This is an optimization exercise on Yosys and OpenROAD, whose aim is small area and a short achievable clock period, not a production implementation. In this exercise RTL edits were held to simulation tests only and were not proved equivalent to the original. Power and IR drop assume default switching activity.

Design konya, start of the top module:
module konya(DIN, Resetn, Clock, Run, Done, BusWires);
	input [15:0] DIN;
	input Resetn, Clock, Run;
	output Done;
	output [15:0] BusWires;
	reg [1:0] Tstep;
	reg L, b0;             
	reg [2:0] W, Y;        
	reg dsel;              
	reg dn;                
	reg Done;
	reg [15:0] R [0:7];
	reg [15:0] A;
	reg [15:0] BR;         
	reg zf;                
	reg gnew;              
	wire t0 = (Tstep == 2'd0);
	wire t1 = (Tstep == 2'd1);
	wire t2 = (Tstep == 2'd2);
	wire [2:0] op = DIN[15:13];
	wire [2:0] x = DIN[12:10];
	wire [2:0] y = DIN[9:7];
	wire op_mvi = (op == 3'd1);
	wire op_add = (op == 3'd2) | (op == 3'd3);
	wire op_st  = (op == 3'd4) | (op == 3'd5);
	wire op_nz  = (op == 3'd6);
	wire op_long = op_add | (op == 3'd7);
	wire [15:0] nd, nb;
	konya_nand2 bus_d [15:0] (.a(DIN), .b({16{dsel}}), .y(nd));
	konya_nand2 bus_b [15:0] (.a(BR), .b({16{dn}}), .y(nb));
	konya_nand2 bus_o [15:0] (.a(nd), .b(nb), .y(BusWires));
	wire zf_now = gnew ? ~|BR : zf;
	reg [1:0] Tn;
	reg dsel_n, Done_n;
	always @(*) begin
		Tn = 2'd0; dsel_n = 1'b1; Done_n = 1'b0;
		case (Tstep)
			2'd0: if (Run) begin
				Tn = 2'd1;
				Done_n = ~op_long;
				dsel_n = op_mvi | (op == 3'd7) | (op_nz & ~zf_now);
			end
			2'd1: if (L) begin
				Tn = 2'd2;
				dsel_n = 1'b0;
			end
			2'd2: begin
				Tn = 2'd3;
				dsel_n = ~b0; Done_n = b0;
			end
			2'd3: ;
		endcase
	end
	always @(posedge Clock, negedge Resetn)
		if (!Resetn) begin
			Tstep <= 2'd0; dsel <= 1'b1; dn <= 1'b0; Done <= 1'b0;
		end else begin
  ...
Size in the first run: about 180 flip-flops, ~36 I/O pins, roughly 6900 sq um of cells after synthesis.
==> flow/config.mk <==
export PLATFORM = sky130hd
export DESIGN_NAME = konya
export DESIGN_NICKNAME = konya
export VERILOG_FILES = /design/flow/design.v
export SDC_FILE = /design/flow/constraint.sdc
export NUM_CORES = 4
export LEC_CHECK = 0
export CAP_MARGIN = 20
export CORE_MARGIN = 2
export CORE_UTILIZATION = 40
export CTS_BUF_LIST = sky130_fd_sc_hd__clkbuf_8
export CTS_CLUSTER_DIAMETER = 80
export CTS_CLUSTER_SIZE = 30
export SETUP_SLACK_MARGIN = 3.22
export SLEW_MARGIN = 20
export SYNTH_HIERARCHICAL = 1
export SYNTH_MINIMUM_KEEP_SIZE = 0
export TNS_END_PERCENT = 10
==> flow/constraint.sdc <==
create_clock -name core_clock -period 6.0 [get_ports {Clock}]
set_input_delay 1.2000 -clock core_clock [delete_from_list [all_inputs] [get_ports {Clock}]]
set_output_delay 1.2000 -clock core_clock [all_outputs]
set_load 0.01 [all_outputs]
standard.sh (not shown) runs the stock make flow with config.mk's settings and CLKGATE_MAP_FILE= SYNTH_SCRIPT=/design/flow/synth_recipe.tcl, a recipe that flattens the netlist after the stock synthesis.
==> flow/flow/run.sh <==
#!/bin/bash
set -euo pipefail
bash standard.sh \
  "CTS_ARGS=-sink_clustering_enable -repair_clock_nets -dont_use_dummy_load -sink_clustering_size 30 -sink_clustering_max_diameter 80 -buf_list sky130_fd_sc_hd__clkbuf_8" \
  finish > standard.log 2>&1
The baseline finished with timing, DRC and antenna clean.
Change:
==> flow/run.sh (new file) <==
#!/bin/bash
# synth_recipe.tcl (not shown) runs the flow's synth.tcl, then flattens the netlist and writes it again
# the make line also repeats each setting of config.mk as NAME=value (left out here)
make -C /OpenROAD-flow-scripts/flow DESIGN_CONFIG=/design/flow/config.mk WORK_HOME=/design/flow/orfs CLKGATE_MAP_FILE= SYNTH_SCRIPT=/design/flow/synth_recipe.tcl finish
--- a/flow/config.mk
+++ b/flow/config.mk
@@ -12,7 +12,6 @@
 export CTS_CLUSTER_DIAMETER = 80
 export CTS_CLUSTER_SIZE = 30
-export SETUP_SLACK_MARGIN = 3.22
+export SETUP_SLACK_MARGIN = 3.3
 export SLEW_MARGIN = 20
 export SYNTH_HIERARCHICAL = 1
 export SYNTH_MINIMUM_KEEP_SIZE = 0
-export TNS_END_PERCENT = 10
removed: flow/flow/run.sh
removed: flow/standard.sh
The changed run passed the timing, DRC and antenna checks.
Critical path depth stays the same.
Via count grows by 2.1%.
Worst setup slack improves by 0.026 ns.
Power grows by about 9%.
Sequential power barely changes.
Change:
--- a/flow/config.mk
+++ b/flow/config.mk
@@ -12,5 +12,5 @@
 export CTS_CLUSTER_DIAMETER = 80
 export CTS_CLUSTER_SIZE = 30
-export SETUP_SLACK_MARGIN = 3.3
+export SETUP_SLACK_MARGIN = 3.0
 export SLEW_MARGIN = 20
 export SYNTH_HIERARCHICAL = 1
Clock skew stays flat.
Final area is lower by 3.9%.
Hold slack is better by 0.0044 ns.
Non-clock buffer count is lower by 4.
Final cell count is lower by 0.52%.
Total power is lower by 5.6%.
Setup slack is worse by 0.37 ns.
Change:
--- a/flow/config.mk
+++ b/flow/config.mk
@@ -8,9 +8,9 @@
 export CAP_MARGIN = 20
 export CORE_MARGIN = 2
-export CORE_UTILIZATION = 40
+export CORE_UTILIZATION = 55
 export CTS_BUF_LIST = sky130_fd_sc_hd__clkbuf_8
 export CTS_CLUSTER_DIAMETER = 80
 export CTS_CLUSTER_SIZE = 30
-export SETUP_SLACK_MARGIN = 3.0
+export SETUP_SLACK_MARGIN = 3.15
 export SLEW_MARGIN = 20
 export SYNTH_HIERARCHICAL = 1
Result:
- The new run ran to the end with no violations
- count of clock-buffer cells in the layout fell by 2
- clock power fell by 5.7%
- via count hardly moves
- sequential cell count is unchanged
- worst hold slack is worse by 0.0070 ns
- wire length fell by 3.5%
- cell count fell by 5.9%
- power rose by 1.7%
Change:
--- a/flow/config.mk
+++ b/flow/config.mk
@@ -8,5 +8,5 @@
 export CAP_MARGIN = 20
 export CORE_MARGIN = 2
-export CORE_UTILIZATION = 55
+export CORE_UTILIZATION = 40
 export CTS_BUF_LIST = sky130_fd_sc_hd__clkbuf_8
 export CTS_CLUSTER_DIAMETER = 80
What happened:
- non-clock buffer count falls by 9
- worst setup slack gets worse by 0.0065 ns
- worst hold slack barely changes
- utilization falls by 19 points
- maximum frequency barely changes
Change:
==> flow/flow/run.sh (new file) <==
#!/bin/bash
# The standard layout (standard.sh: the ORFS flow, with the standard
# synthesis), with three changes to how the layout is made:
#  - the port buffers are buf_4 cells instead of the delay cells that
#    buffer_ports picks by default,
#  - the timing repair may resize a cell to one with another footprint,
#  - clock tree synthesis adds no dummy loads.
# make's own output goes to standard.log; each ORFS step keeps its log
# under orfs/logs.
set -euo pipefail
bash standard.sh \
  "BUFFER_PORTS_ARGS=-buffer_cell sky130_fd_sc_hd__buf_4" \
  "MATCH_CELL_FOOTPRINT=0" \
  "CTS_ARGS=-sink_clustering_enable -repair_clock_nets -dont_use_dummy_load -sink_clustering_size 30 -sink_clustering_max_diameter 80 -buf_list sky130_fd_sc_hd__clkbuf_8" \
  finish > standard.log 2>&1
==> flow/standard.sh (new file) <==
#!/bin/bash
# synth_recipe.tcl (not shown) runs the flow's synth.tcl, then flattens the netlist and writes it again
# the make line also repeats each setting of config.mk as NAME=value (left out here)
make -C /OpenROAD-flow-scripts/flow DESIGN_CONFIG=/design/flow/config.mk WORK_HOME=/design/flow/orfs CLKGATE_MAP_FILE= SYNTH_SCRIPT=/design/flow/synth_recipe.tcl "${@:-finish}"
--- a/flow/config.mk
+++ b/flow/config.mk
@@ -12,5 +12,5 @@
 export CTS_CLUSTER_DIAMETER = 80
 export CTS_CLUSTER_SIZE = 30
-export SETUP_SLACK_MARGIN = 3.15
+export SETUP_SLACK_MARGIN = 3.3
 export SLEW_MARGIN = 20
 export SYNTH_HIERARCHICAL = 1
removed: flow/run.sh
After rerunning:
- count of clock-buffer cells in the layout is unchanged
- setup slack gains 0.038 ns
- clock power shrinks by about 27%
- global-route usage came out higher by 0.57 points
- combinational power climbs by 14%
- worst hold slack loses 0.0090 ns
- cell count came out higher by 1.8%
- final area came out higher by about 3.2%
- clock skew came out higher by 0.0070 ns

static timing again, ports no longer ideal:
No port has a modelled driver above. Below, the same layouts with a new extraction and two added sets of constraints. Step 1, drivers: a clkbuf_16 drives Clock and a buf_2 each remaining input, both assumed. Step 2 moves the port delays by t, midway between the first and last clock arrival at a register: inputs arrive t later, outputs are due t later. That takes back most of the time a late clock gives input paths. Three values: ideal ports, drivers, drivers and shift; two values: the first two.
| run | t (ns) | slack for setup (ns) | worst hold slack (ns) | worst setup path at the end | latest minus earliest clock arrival (ns) |
|---|---|---|---|---|---|
| the first run | 0.478 | 3.193 / 3.162 / 2.794 | 0.463 / 0.463 / 0.463 | input to register | 0.028 / 0.028 |
| the second run | 0.481 | 3.219 / 3.186 / 2.848 | 0.472 / 0.472 / 0.472 | input to register | 0.012 / 0.012 |
| the third run | 0.480 | 2.846 / 2.822 / 2.608 | 0.477 / 0.477 / 0.477 | input to register | 0.013 / 0.013 |
| the fourth run | 0.481 | 3.170 / 3.149 / 2.732 | 0.470 / 0.470 / 0.470 | input to register | 0.014 / 0.015 |
| the fifth run | 0.484 | 3.163 / 3.136 / 2.766 | 0.470 / 0.470 / 0.470 | input to register | 0.011 / 0.010 |
| the sixth run | 0.483 | 3.201 / 3.178 / 2.712 | 0.461 / 0.461 / 0.461 | input to register | 0.018 / 0.017 |
After both steps every run listed still meets setup and hold. The setup slack of the sixth run, which loses most, moves by -0.023 ns with the drivers and by -0.489 ns with both steps.
